This is an optimization exercise on Yosys and OpenROAD, whose aim is a short achievable clock period and few clock cycles, not a production implementation. Function was checked by simulation only, so behaviour that the tests miss may differ from the original.

==> job 3396 <==
==> flow/design.v <==
`timescale 1ns / 1ps
`timescale 1ns / 1ps
`default_nettype none
module mips(
	input wire clk,
	input wire reset,
	output wire [31:0] imem_addr,
	input wire [31:0] imem_data,
	output wire [31:0] dmem_addr,
	output wire [3:0] dmem_we,
	output wire [31:0] dmem_wdata,
	input wire [31:0] dmem_rdata,
	output wire rf_we,
	output wire [4:0] rf_waddr,
	output wire [31:0] rf_wdata
    );
	reg [31:0] pc_f;					 
	reg [31:0] pc_n;					 
	wire [31:0] pc_i = ~pc_n;
	reg [25:0] ir;						 
	reg [31:1] rs_oh, rt_oh;			 
	reg rs_nz, rt_nz;
	reg [4:0] wa_d;						 
	reg use_rs_e, use_rt_e, use_rt_s, use_rs_d;
	reg jimm_d, beq_same, beq_cmp;
	reg ld_d, lb_d, sw_d, sb_d, sub_d, or_d, orr_d;
	reg k_sext, k_zext, k_lui, k_link, k_rt, k_rtn;	 
	reg [31:0] bt_d;					 
	reg [31:0] link_d;				 
	reg [3:0] pc4hi_d;				 
	reg [31:0] de_a, de_b, de_sd, de_bt;
	reg de_fa_m, de_fa_n;				 
	reg de_fb_mp, de_fb_mn, de_fb_n;	 
	reg de_fs_m, de_fs_n;				 
	reg [4:0] de_rd;					 
	reg de_orr;						 
	reg de_load, de_lb, de_sw, de_sb, de_mem, de_beq, de_sub, de_or;
	reg [31:0] em_res, em_res_n, em_addr, em_wdata;
	reg [3:0] em_we;
	reg [4:0] em_rd;
	reg em_load, em_lb;
	reg [31:0] mw_val;
	reg [4:0] mw_rd;
	reg w_we;
	reg [4:0] w_waddr;
	reg [31:0] w_wdata;
	reg [31:0] rf [1:31];
	assign imem_addr = pc_f;
	assign dmem_addr = em_addr;
	assign dmem_we = em_we;
	assign dmem_wdata = em_wdata;
	assign rf_we = w_we;
	assign rf_waddr = w_waddr;
	assign rf_wdata = w_wdata;
	wire [29:0] pc4_f, pc8_f, bt_f;
	ks_add #(30) inc4(.a(pc_i[31:2]), .b(30'd0), .cin(1'b1), .s(pc4_f));
	ks_add #(30) inc8(.a(pc_i[31:2]), .b(30'd1), .cin(1'b1), .s(pc8_f));
	wire [16:0] bt_lo;
	wire [13:0] hi_p, hi_m;
	ks_add #(17) blo(.a({1'b0, pc_i[17:2]}), .b({1'b0, imem_data[15:0]}), .cin(1'b1), .s(bt_lo));
	ks_add #(14, 4) bhp(.a(pc_i[31:18]), .b(14'd0), .cin(1'b1), .s(hi_p));
	ks_add #(14, 4) bhm(.a(pc_i[31:18]), .b(14'h3FFF), .cin(1'b0), .s(hi_m));
	assign bt_f[15:0] = bt_lo[15:0];
	assign bt_f[29:16] = (bt_lo[16] == imem_data[15]) ? pc_i[31:18] : bt_lo[16] ? hi_p : hi_m;
	wire [5:0] f_op = imem_data[31:26];
	wire [5:0] f_fn = imem_data[5:0];
	wire [4:0] f_rs = imem_data[25:21];
	wire [4:0] f_rt = imem_data[20:16];
	wire [4:0] f_rd = imem_data[15:11];
	wire f_rtype = (f_op == 6'h00);
	wire f_addu = f_rtype && (f_fn == 6'h21);
	wire f_subu = f_rtype && (f_fn == 6'h23);
	wire f_jr   = f_rtype && (f_fn == 6'h08);
	wire f_jalr = f_rtype && (f_fn == 6'h09);
	wire f_addi = (f_op == 6'h08);
	wire f_ori  = (f_op == 6'h0D);
	wire f_lui  = (f_op == 6'h0F);
	wire f_lw   = (f_op == 6'h23);
	wire f_lb   = (f_op == 6'h20);
	wire f_sw   = (f_op == 6'h2B);
	wire f_sb   = (f_op == 6'h28);
	wire f_beq  = (f_op == 6'h04);
	wire f_j    = (f_op == 6'h02);
	wire f_jal  = (f_op == 6'h03);
	wire f_bsame = f_beq && (f_rs == f_rt);		 
	wire f_bcmp  = f_beq && (f_rs != f_rt);
	wire [4:0] f_wa = (f_addu | f_subu | f_jalr) ? f_rd :
					  (f_addi | f_ori | f_lui | f_lw | f_lb) ? f_rt :
					  f_jal ? 5'd31 : 5'd0;
	wire [31:1] f_rs_oh, f_rt_oh;
	genvar g;
	generate
		for (g = 1; g < 32; g = g + 1) begin : dec
			assign f_rs_oh[g] = (f_rs == g);
			assign f_rt_oh[g] = (f_rt == g);
		end
	endgenerate
	reg [7:0] ld_byte;
	always @(*) begin
		case (em_res[1:0])
			2'b00: ld_byte = dmem_rdata[7:0];
			2'b01: ld_byte = dmem_rdata[15:8];
			2'b10: ld_byte = dmem_rdata[23:16];
			default: ld_byte = dmem_rdata[31:24];
		endcase
	end
	wire [31:0] val_m = !em_load ? em_res :
						em_lb ? {{24{ld_byte[7]}}, ld_byte} : dmem_rdata;
	wire [4:0] rs = ir[25:21];
	wire [4:0] rt = ir[20:16];
	wire [15:0] imm = ir[15:0];
	reg [31:0] rs_rf, rt_rf;
	integer i;
	always @(*) begin
		rs_rf = 32'd0;
		rt_rf = 32'd0;
		for (i = 1; i < 32; i = i + 1) begin
			rs_rf = rs_rf | ({32{rs_oh[i]}} & rf[i]);
			rt_rf = rt_rf | ({32{rt_oh[i]}} & rf[i]);
		end
	end
	wire rs_e = rs_nz && (rs == de_rd);
	wire rt_e = rt_nz && (rt == de_rd);
	wire rs_m = rs_nz && (rs == em_rd);
	wire rt_m = rt_nz && (rt == em_rd);
	wire rs_w = rs_nz && (rs == mw_rd);
	wire rt_w = rt_nz && (rt == mw_rd);
	wire [31:0] rs_wv = rs_w ? mw_val : rs_rf;
	wire [31:0] rt_wv = rt_w ? mw_val : rt_rf;
	wire [31:0] rs_v = rs_m ? val_m : rs_wv;
	wire [31:0] rt_v = rt_m ? val_m : rt_wv;
	wire stall = (de_load && ((use_rs_e && rs_e) || ((use_rt_e || use_rt_s) && rt_e))) ||
				 (use_rs_d && ((rs_e && !de_orr) || (rs_m && em_load)));
	wire [31:0] jt_d  = {pc4hi_d, ir[25:0], 2'b00};
	wire [31:0] jv_d  = rs_e ? or_e : rs_m ? em_res : rs_wv;
	wire [31:0] b_val = ({32{k_sext}} & {{16{imm[15]}}, imm}) |
						({32{k_zext}} & {16'd0, imm}) |
						({32{k_lui}} & {imm, 16'd0}) |
						({32{k_link}} & link_d) |
						({32{k_rt}} & rt_v) |
						({32{k_rtn}} & ~rt_v);
	wire [31:0] a_e  = ({32{de_fa_m}} & em_res) | ({32{de_fa_n}} & de_a);
	wire [31:0] b_e  = ({32{de_fb_mp}} & em_res) | ({32{de_fb_mn}} & em_res_n) | ({32{de_fb_n}} & de_b);	 
	wire [31:0] sd_e = ({32{de_fs_m}} & em_res) | ({32{de_fs_n}} & de_sd);
	wire [31:0] sum_e;
	ks_add #(32) alu(.a(a_e), .b(b_e), .cin(de_sub), .s(sum_e));
	wire [31:0] or_e = a_e | b_e;
	wire [31:0] res_e = de_or ? or_e : sum_e;
	wire e_taken = de_beq && (a_e == b_e);
	wire [31:0] npc = reset ? 32'h00003000 :
					  e_taken ? de_bt :
					  stall ? pc_i :
					  use_rs_d ? jv_d :
					  jimm_d ? jt_d :
					  beq_same ? bt_d : {pc4_f, 2'b00};
	always @(posedge clk) begin
		pc_f <= npc;
		pc_n <= ~npc;
		if (reset || (e_taken && !stall)) begin	 
			ir <= 26'd0;
			rs_oh <= 31'd0;
			rt_oh <= 31'd0;
			rs_nz <= 1'b0;
			rt_nz <= 1'b0;
			wa_d <= 5'd0;
			use_rs_e <= 1'b0;
			use_rt_e <= 1'b0;
			use_rt_s <= 1'b0;
			use_rs_d <= 1'b0;
			jimm_d <= 1'b0;
			beq_same <= 1'b0;
			beq_cmp <= 1'b0;
			ld_d <= 1'b0;
			lb_d <= 1'b0;
			sw_d <= 1'b0;
			sb_d <= 1'b0;
			sub_d <= 1'b0;
			or_d <= 1'b0;
			orr_d <= 1'b0;
			k_sext <= 1'b0;
			k_zext <= 1'b0;
			k_lui <= 1'b0;
			k_link <= 1'b0;
			k_rt <= 1'b0;
			k_rtn <= 1'b0;
		end else if (!stall) begin
			ir <= imem_data[25:0];
			rs_oh <= f_rs_oh;
			rt_oh <= f_rt_oh;
			rs_nz <= (f_rs != 5'd0);
			rt_nz <= (f_rt != 5'd0);
			wa_d <= f_wa;
			use_rs_e <= f_addu | f_subu | f_addi | f_ori | f_lw | f_lb | f_sw | f_sb | f_bcmp;
			use_rt_e <= f_addu | f_subu | f_bcmp;
			use_rt_s <= f_sw | f_sb;
			use_rs_d <= f_jr | f_jalr;
			jimm_d <= f_j | f_jal;
			beq_same <= f_bsame;
			beq_cmp <= f_bcmp;
			ld_d <= f_lw | f_lb;
			lb_d <= f_lb;
			sw_d <= f_sw;
			sb_d <= f_sb;
			sub_d <= f_subu;
			or_d <= f_ori;
			orr_d <= f_ori | f_lui | f_jal | f_jalr;
			k_sext <= f_addi | f_lw | f_lb | f_sw | f_sb;
			k_zext <= f_ori;
			k_lui <= f_lui;
			k_link <= f_jal | f_jalr;
			k_rt <= f_addu | f_bcmp;
			k_rtn <= f_subu;
		end
		if (!stall) begin
			bt_d <= {bt_f, 2'b00};
			link_d <= {pc8_f, 2'b00};
			pc4hi_d <= pc4_f[29:26];
		end
		if (reset || stall) begin
			de_rd <= 5'd0;
			de_load <= 1'b0;
			de_sw <= 1'b0;
			de_sb <= 1'b0;
			de_mem <= 1'b0;
			de_beq <= 1'b0;
		end else begin
			de_rd <= wa_d;
			de_load <= ld_d;
			de_sw <= sw_d;
			de_sb <= sb_d;
			de_mem <= ld_d | sw_d | sb_d;
			de_beq <= beq_cmp;
		end
		de_lb <= lb_d;
		de_sub <= sub_d;
		de_orr <= orr_d;
		de_or <= or_d;
		de_a <= use_rs_e ? rs_v : 32'd0;
		de_b <= b_val;
		de_sd <= rt_v;
		de_bt <= bt_d;
		de_fa_m <= use_rs_e && rs_e;
		de_fa_n <= !(use_rs_e && rs_e);
		de_fb_mp <= use_rt_e && rt_e && !sub_d;
		de_fb_mn <= use_rt_e && rt_e && sub_d;
		de_fb_n <= !(use_rt_e && rt_e);
		de_fs_m <= rt_e;
		de_fs_n <= !rt_e;
		if (reset) begin
			em_rd <= 5'd0;
			em_load <= 1'b0;
			em_we <= 4'd0;
		end else begin
			em_rd <= de_rd;
			em_load <= de_load;
			em_we <= de_sw ? 4'b1111 : de_sb ? (4'b0001 << sum_e[1:0]) : 4'b0000;
		end
		em_lb <= de_lb;
		em_res <= res_e;
		em_res_n <= ~res_e;
		if (de_mem)
			em_addr <= sum_e;
		em_wdata <= de_sb ? {4{sd_e[7:0]}} : sd_e;
		if (reset) begin
			mw_rd <= 5'd0;
			w_we <= 1'b0;
		end else begin
			mw_rd <= em_rd;
			w_we <= (em_rd != 5'd0);
		end
		mw_val <= val_m;
		if (em_rd != 5'd0) begin
			w_waddr <= em_rd;
			w_wdata <= val_m;
		end
	end
	generate
		for (g = 1; g < 32; g = g + 1) begin : grf
			always @(posedge clk) begin
				if (reset)
					rf[g] <= 32'd0;
				else if (mw_rd == g)
					rf[g] <= mw_val;
			end
		end
	endgenerate
endmodule
module ks_add #(parameter W = 32, parameter L = 5) (
	input wire [W-1:0] a,
	input wire [W-1:0] b,
	input wire cin,
	output wire [W-1:0] s
    );
	wire [W-1:0] p0 = a ^ b;
	wire [(L+1)*W-1:0] G, P;
	assign G[W-1:0] = (a & b) | {{(W-1){1'b0}}, p0[0] & cin};
	assign P[W-1:0] = p0;
	genvar i, k;
	generate
		for (k = 0; k < L; k = k + 1) begin : lvl
			for (i = 0; i < W; i = i + 1) begin : bit_
				if (i >= (1 << k)) begin : op
					assign G[(k+1)*W+i] = G[k*W+i] | (P[k*W+i] & G[k*W+i-(1<<k)]);
					assign P[(k+1)*W+i] = P[k*W+i] & P[k*W+i-(1<<k)];
				end else begin : pass
					assign G[(k+1)*W+i] = G[k*W+i];
					assign P[(k+1)*W+i] = P[k*W+i];
				end
			end
		end
	endgenerate
	assign s = p0 ^ {G[L*W+W-2 -: W-1], cin};
endmodule
==> flow/flow/run.sh <==
#!/bin/bash
set -euo pipefail
cd "$(dirname "${BASH_SOURCE[0]}")/.."
bash standard.sh SETUP_SLACK_MARGIN=6.2 finish > standard_make.log 2>&1
==> flow/standard.sh <==
#!/bin/bash
# synth_recipe.tcl (not shown) runs the flow's synth.tcl, then flattens the netlist and writes it again
# the make line also repeats each setting of config.mk as NAME=value (left out here)
make -C /OpenROAD-flow-scripts/flow DESIGN_CONFIG=/design/flow/config.mk WORK_HOME=/design/flow/orfs CLKGATE_MAP_FILE= SYNTH_SCRIPT=/design/flow/synth_recipe.tcl "${@:-finish}"
==> flow/config.mk <==
export PLATFORM = sky130hd
export DESIGN_NAME = mips
export DESIGN_NICKNAME = mips
export VERILOG_FILES = /design/flow/design.v
export SDC_FILE = /design/flow/constraint.sdc
export NUM_CORES = 4
export LEC_CHECK = 0
export ABC_CLOCK_PERIOD_IN_PS = 2000
export CAP_MARGIN = 20
export CORE_MARGIN = 2
export CORE_UTILIZATION = 25
export PLACE_DENSITY = 0.45
export SETUP_SLACK_MARGIN = 5
export SLEW_MARGIN = 20
==> flow/constraint.sdc <==
create_clock -name core_clock -period 9.0 [get_ports {clk}]
set_input_delay 1.8000 -clock core_clock [delete_from_list [all_inputs] [get_ports {clk}]]
set_output_delay 1.8000 -clock core_clock [all_outputs]
set_load 0.01 [all_outputs]
==> inputs of job 3300, as changes to job 3396 <==
==> flow/run.sh (new file) <==
#!/bin/bash
# synth_recipe.tcl (not shown) runs the flow's synth.tcl, then flattens the netlist and writes it again
# the make line also repeats each setting of config.mk as NAME=value (left out here)
make -C /OpenROAD-flow-scripts/flow DESIGN_CONFIG=/design/flow/config.mk WORK_HOME=/design/flow/orfs CLKGATE_MAP_FILE= SYNTH_SCRIPT=/design/flow/synth_recipe.tcl finish
removed: flow/flow/run.sh
removed: flow/standard.sh
==> run summary <==
quantity	job 3396	job 3300
Met3 Use GR	0.136	0.104
Critical path endpoint	pc_n[9]	pc_f[12]
Final cell utilization of the core	0.335	0.297
Final cell count without fillers	13146	12624
Global-route wire length before repair	651000 um	618000 um
NumNets Final	9332	8807
Grt met1 use	0.394	0.395
Number of inserted filler cells in the final layout	29485	30465
Total placed instance area	0.0794 sq mm	0.0784 sq mm
Via count of the first global-routing pass	73772	70894
Routed length on met2	196000 um	183000 um
Number of ordinary and repair buffers in the finished layout	965	443
Number of detailed-route iterations in the first pass	13	10
Worst clock skew	54.6 ps	35.6 ps
Part of the cycle the worst path needs	0.402	0.463
Clock latency at the later pin of the worst-skew pair	940 ps	890 ps
Multi-input comb cells	6287	6277
Proportion of final cell area spent on non-clock buffers	0.114	0.0470
Run status	complete, no violations	complete, no violations
Testbench counts of job 3396, summed over its fixed seeds: cycles 239,688.
Testbench counts of job 3300, summed over its fixed seeds: cycles 239,688.

afterwards: timing with drivers on the ports:
No port has a modelled driver above. Below, the same layouts with a new extraction and two added sets of constraints.
Step 1, drivers: a clkbuf_16 drives clk and a buf_2 each remaining input, both assumed.
Step 2, shift: input delay + t, output delay - t, t = (earliest + latest rising clock arrival at the registers) / 2. This alone moves slack from input paths to output paths.
a / b / c = no drivers / after step 1 / after step 2; a / b = the first two.
| run | t, ns | setup WS [ns] | latest minus earliest clock arrival (ns) |
|---|---|---|---|
| job 3396 | 1.008 | 5.384 / 5.384 / 4.467 | 0.066 / 0.067 |
| job 3300 | 0.977 | 4.834 / 4.834 / 4.166 | 0.040 / 0.040 |
After both steps every run listed still meets setup and hold. For job 3396, which loses most, drivers alone change the setup slack by 0.000 ns; drivers and shift together by -0.917 ns.
